Source: an optimization exercise on an open RTL-to-GDS flow (aim: small area and a short achievable clock period). Production flows keep margins and buffers that such runs may drop. Only simulation tests tie the RTL to the original design; equivalence was not proved.

[design/flow/design.v]
module gte_mac123 (
   input  wire               clk,
   input  wire               reset,
   input  wire               trigger,
   input  wire signed [31:0] mul1,
   input  wire signed [31:0] mul2,
   input  wire signed [44:0] add,
   input  wire               sub,
   input  wire               swap,
   input  wire               save_shifted,
   input  wire               use_ir,
   input  wire               ir_shift,
   input  wire               ir_shift_flag,
   input  wire               sat_ir,
   input  wire               sat_ir_flag,
   input  wire               use_result,
   output reg  signed [31:0] mac_result,
   output reg                mac_writeback,
   output reg  signed [15:0] ir_result,
   output reg                ir_writeback,
   output reg  signed [44:0] mac_last,
   output reg  signed [31:0] mac_shifted,
   output wire               flag_mac_uf,
   output wire               flag_mac_of,
   output reg                flag_ir
);
   localparam signed [44:0] MINVAL = {1'b1, 44'h80000000000};
   localparam signed [44:0] MAXVAL = {1'b0, 44'h7FFFFFFFFFF};
   reg signed [44:0] macResult_1;
   reg               checkOvf;
   reg               IRshift_1;
   reg               IRshiftFlag_1;
   reg               satIR_1;
   reg               satIRFlag_1;
   assign flag_mac_uf = checkOvf && (macResult_1 < MINVAL);
   assign flag_mac_of = checkOvf && (macResult_1 > MAXVAL);
   wire signed [63:0] prod      = mul1 * mul2;
   wire signed [44:0] prod45    = {prod[63], prod[43:0]};
   wire signed [44:0] addVal    = use_result ? {macResult_1[43], macResult_1[43:0]} : add;
   reg  signed [44:0] macResult;
   always @(*) begin
      if (swap && sub)
         macResult = prod45 - addVal;
      else if (sub)
         macResult = addVal - prod45;
      else
         macResult = addVal + prod45;
   end
   always @(posedge clk) begin
      if (trigger) begin
         mac_last    <= macResult_1;
         macResult_1 <= macResult;
         if (save_shifted)
            mac_result <= macResult[43:12];
         else
            mac_result <= macResult[31:0];
         mac_shifted   <= macResult[43:12];
         IRshift_1     <= ir_shift;
         IRshiftFlag_1 <= ir_shift_flag;
         satIR_1       <= sat_ir;
         satIRFlag_1   <= sat_ir_flag;
      end
      if (reset) begin
         mac_writeback <= 1'b0;
         ir_writeback  <= 1'b0;
         checkOvf      <= 1'b0;
      end else begin
         mac_writeback <= trigger;
         ir_writeback  <= trigger & use_ir;
         checkOvf      <= trigger;
      end
   end
   reg signed [31:0] IRresult;
   reg signed [31:0] IRflagval;
   always @(*) begin
      flag_ir   = 1'b0;
      ir_result = 16'd0;
      IRresult  = IRshift_1     ? macResult_1[43:12] : macResult_1[31:0];
      IRflagval = IRshiftFlag_1 ? macResult_1[43:12] : macResult_1[31:0];
      if (ir_writeback) begin
         ir_result = IRresult[15:0];
         if (satIR_1 && IRresult < 0)
            ir_result = 16'h0000;
         else if (!satIR_1 && IRresult < -32'sd32768)
            ir_result = 16'h8000;
         else if (IRresult > 32'sd32767)
            ir_result = 16'h7FFF;
         if (satIRFlag_1 && IRflagval < 0)
            flag_ir = 1'b1;
         else if (!satIRFlag_1 && IRflagval < -32'sd32768)
            flag_ir = 1'b1;
         else if (IRflagval > 32'sd32767)
            flag_ir = 1'b1;
      end
   end
endmodule
[design/flow/config.mk]
export PLATFORM = sky130hd
export DESIGN_NAME = gte_mac123
export DESIGN_NICKNAME = gte_mac123
export VERILOG_FILES = /design/flow/design.v
export SDC_FILE = /design/flow/constraint.sdc
export NUM_CORES = 4
export LEC_CHECK = 0
export CAP_MARGIN = 20
export CORE_MARGIN = 2
export CORE_UTILIZATION = 40
export SLEW_MARGIN = 20
[design/flow/constraint.sdc]
create_clock -name core_clock -period 14.0 [get_ports {clk}]
set_input_delay 2.8000 -clock core_clock [delete_from_list [all_inputs] [get_ports {clk}]]
set_output_delay 2.8000 -clock core_clock [all_outputs]
set_load 0.01 [all_outputs]
[design/flow/run.sh]
#!/bin/bash
# synth_recipe.tcl (not shown) runs the flow's synth.tcl, then flattens the netlist and writes it again
# the make line also repeats each setting of config.mk as NAME=value (left out here)
make -C /OpenROAD-flow-scripts/flow DESIGN_CONFIG=/design/flow/config.mk WORK_HOME=/design/flow/orfs CLKGATE_MAP_FILE= SYNTH_SCRIPT=/design/flow/synth_recipe.tcl finish
==> summary.txt <==
-- cell type report --
type	instances	area [um2]
Fill cell	11510	65030
Timing Repair Buffer	437	4024
Antenna cell	1	2.502
Inverter	1149	4313
Clock inverter	9	157.7
Tap cell	1600	2002
Multi-Input combinational cell	3644	38580
Clock buffer	23	467.9
Sequential cell	128	3824
-- state kept, by name (all words and copies together), names as in the netlist --
register / flops
macResult_1: 14
mac_last: 45
checkOvf: 1
ir_writeback: 1
IRshiftFlag_1: 1
IRshift_1: 1
satIR_1: 1
mac_shifted: 31
mac_result: 32
satIRFlag_1: 1
-- per-stage QoR --
step           area, um2  worst slack, ps  TNS (ps)
2_1_floorplan      47820             1421         0
3_3_place_gp       52720            31.85         0
3_5_place_dp       52730           -18.28    -18.28
4_1_cts            53350            452.9         0
5_1_grt            53370            67.29         0
6_report           53370            573.8         0
-- cell families after synthesis --
| kind of cell | Yosys count | synth area share, % |
|---|---|---|
| and+or+nand+nor | 1519 | 16.23 |
| adders and majority gates | 1357 | 52.52 |
| buffers and inverters | 1414 | 11.36 |
| AOI/OAI and AO/OA | 528 | 7.208 |
| DFF | 128 | 7.995 |
| muxes | 92 | 1.970 |
| xor gates and xnor gates | 148 | 2.710 |
-- cell usage in the layout (no fill, tap or decap), types with 6 or more instances in the layout --
cell type        Yosys  layout
edfxtp_1           126     126
nor3_1              31      31
nand4_1             28      28
or3_1               11      11
nand2b_1            45      45
fa_1              1084    1083
a211oi_1            22      22
and3_1              10      10
xnor2_1            103     103
nor2b_1             24      24
nand2_1            585     585
and2_1             543     543
buf_12               0      10
nand3_1             30      30
or2_2               12      12
a21oi_1            174     174
a31oi_1             17      17
mux2_2              17      17
nor2_1             139     139
a21o_1              62      62
buf_4               32     178
o31a_1               6       6
o21bai_1            18      18
o211ai_1            20      20
nor4_1              17      17
nor3b_1              8       8
a221o_1              9       9
clkbuf_16            0      17
clkdlybuf4s50_1      0     248
nand3b_1             6       6
mux2i_1             75      75
ha_1               273     273
inv_1             1148    1147
o21ai_0             90      90
o21a_1              24      24
o31ai_1              8       8
a21boi_0             8       8
xor2_1              45      45
-- layer usage --
| metal | part of all wire (%) | GRT usage, % |
|---|---|---|
| met5 | 0.020 | 0 |
| met4 | 2.6 | 5.876 |
| met3 | 3.7 | 1.605 |
| met2 | 53 | 44.08 |
| met1 | 41 | 28.93 |
-- path summary, 6_finish.rpt --
kind             startpoint               to  slack [ps]  cells after the start
min reg2reg  macResult_1[1]      mac_last[1]         510                      0
max reg2reg  macResult_1[1]   mac_result[25]        9110                     15
max                mul1[21]  macResult_1[44]         570                     35
min          macResult_1[1]      mac_last[1]         510                      0
==> flow_metrics.env <==
export IMPL_grt_max_degree=68
export IMPL_post_cts_setup_buffers=0
export IMPL_fp_coreArea_mm2=0.1184
export IMPL_synthArstFlopShare_pct=0
export IMPL_slowest_delay_ps=870
export IMPL_maxCapViolations=0
export IMPL_drc=0
export IMPL_cts_tree="yes"
export IMPL_synth_area_mm2=0.04782
export IMPL_fin_skew_ps=16.40
export IMPL_worstPathRequired_ps=14160
export IMPL_synthToLayoutAreaGrowth_pct=11.59
export IMPL_synth_commonest_cells="inv_1 (1148), fa_1 (1084), nand2_1 (585)"
export IMPL_cp_max_fo=24
export IMPL_cts_resized=0
export IMPL_crit_path_end_kind="flop"
export IMPL_ys_ff_latch=128
export IMPL_final_nets=6855
export IMPL_yosys_area_top_type="fa_1"
export IMPL_fin_cells=6991
export IMPL_grt_pass1_wl_um=222000
export IMPL_grt_ovfl_total=0
export IMPL_grt_pass1_vias=39190
export IMPL_setup_viol=0
export IMPL_routed_via_count=35530
export IMPL_drive_gt1_share_pct=5.139
export IMPL_io_buffers=250
export IMPL_place_congestion=0.8973
export IMPL_synth_flop_cell="edfxtp_1"
export IMPL_ys_types=98
export IMPL_fp_dieH_um=349.8
export IMPL_critPathBufInv=3
export IMPL_timing_worst_setup_path_type="primary input to flop"
export IMPL_path_delay_family="adder cells"
export IMPL_slew_violations=0
export IMPL_avgSynthCellArea_um2=9.222
export IMPL_synth_top_cell_area_share_pct=45.38
export IMPL_rsz0062_at_grt="no"
export IMPL_status="complete, no violations"
export IMPL_yosysMostFrequentCell="inv_1"
export IMPL_clock_root_buffer="clkbuf_16"
export IMPL_num_rows=126
export IMPL_slowest_stage="clkdlybuf4s50_1"
export IMPL_die_x_um=349.8
export IMPL_synth_nets=6664
export IMPL_grt_util_all_layers_pct=23.42
export IMPL_antenna_found_initial=5
export IMPL_final_util_pct=45.07
export IMPL_yosysWarnings=1
export IMPL_drt_iter0_drc=1939
export IMPL_relSlewSlack_pct=25.31
export IMPL_avgRoutedWirePerCell_um=19.62
export IMPL_ant_nets=0
export IMPL_vias_per_cell=5.083
export IMPL_tightest_slew_ps=1120
export IMPL_start_util_pct=40.39
export IMPL_min_period_over_period_pct=95.90
export IMPL_finalHoldViolCount=0
export IMPL_worstSetupStartpointType="primary input"
export IMPL_yosysSeqAreaShare_pct=7.995
export IMPL_ctsHoldBuffers=0
export IMPL_arrival_ps=13580
export IMPL_routed_wl_um=137100
export IMPL_clockBufferDepth=2
export IMPL_fin_hold_ws_ps=508.0
export IMPL_htreeDepth=4
export IMPL_clk_latency_ps=430
export IMPL_synth_edf_count=126
export IMPL_cp_common_cell="fa_1"
export IMPL_dp_cells=6958
export IMPL_clkSlewWorstSetupHoldPaths_ps=60
export IMPL_clock_sinks=128
export IMPL_pin_count=251
export IMPL_fmax_mhz=74.48
export IMPL_postSynthCellCount=5186
export IMPL_firstDrtPassIters=5
export IMPL_die_area_mm2=0.1223
export IMPL_hold_path_class="flop to flop"
export IMPL_min_period_ps=13430
export IMPL_post_dp_hpwl_um=117700
export IMPL_synth_area_leaders="fa_1 (45%), inv_1 (9.0%), edfxtp_1 (7.9%)"
export IMPL_cts_made_buffers=17

[afterwards: timing with drivers on the ports]
The flow's constraints put no driver on any port. The routed layout listed below was extracted and timed again, unchanged, in two steps.
Step 1 assumes that a clkbuf_16 drives the clock port and a buf_2 every other input.
Step 2 adds t to the input delays and takes it off the output delays; t is the mean of the earliest and latest rising clock arrival at the registers after step 1. Input paths then give back, and output paths get back, about the clock's delay inside the block.
Three values: ideal, step 1, step 2; two values: the first two.
shift t [ns]: 0.467
slack for setup (ns): 0.574 / 0.602 / 0.135
hold WS [ns]: 0.508 / 0.508 / 0.508
worst setup path after step 2: input to register
After both steps setup and hold are still met in this run. For this run, drivers alone change the setup slack by +0.028 ns; drivers and shift together by -0.439 ns.
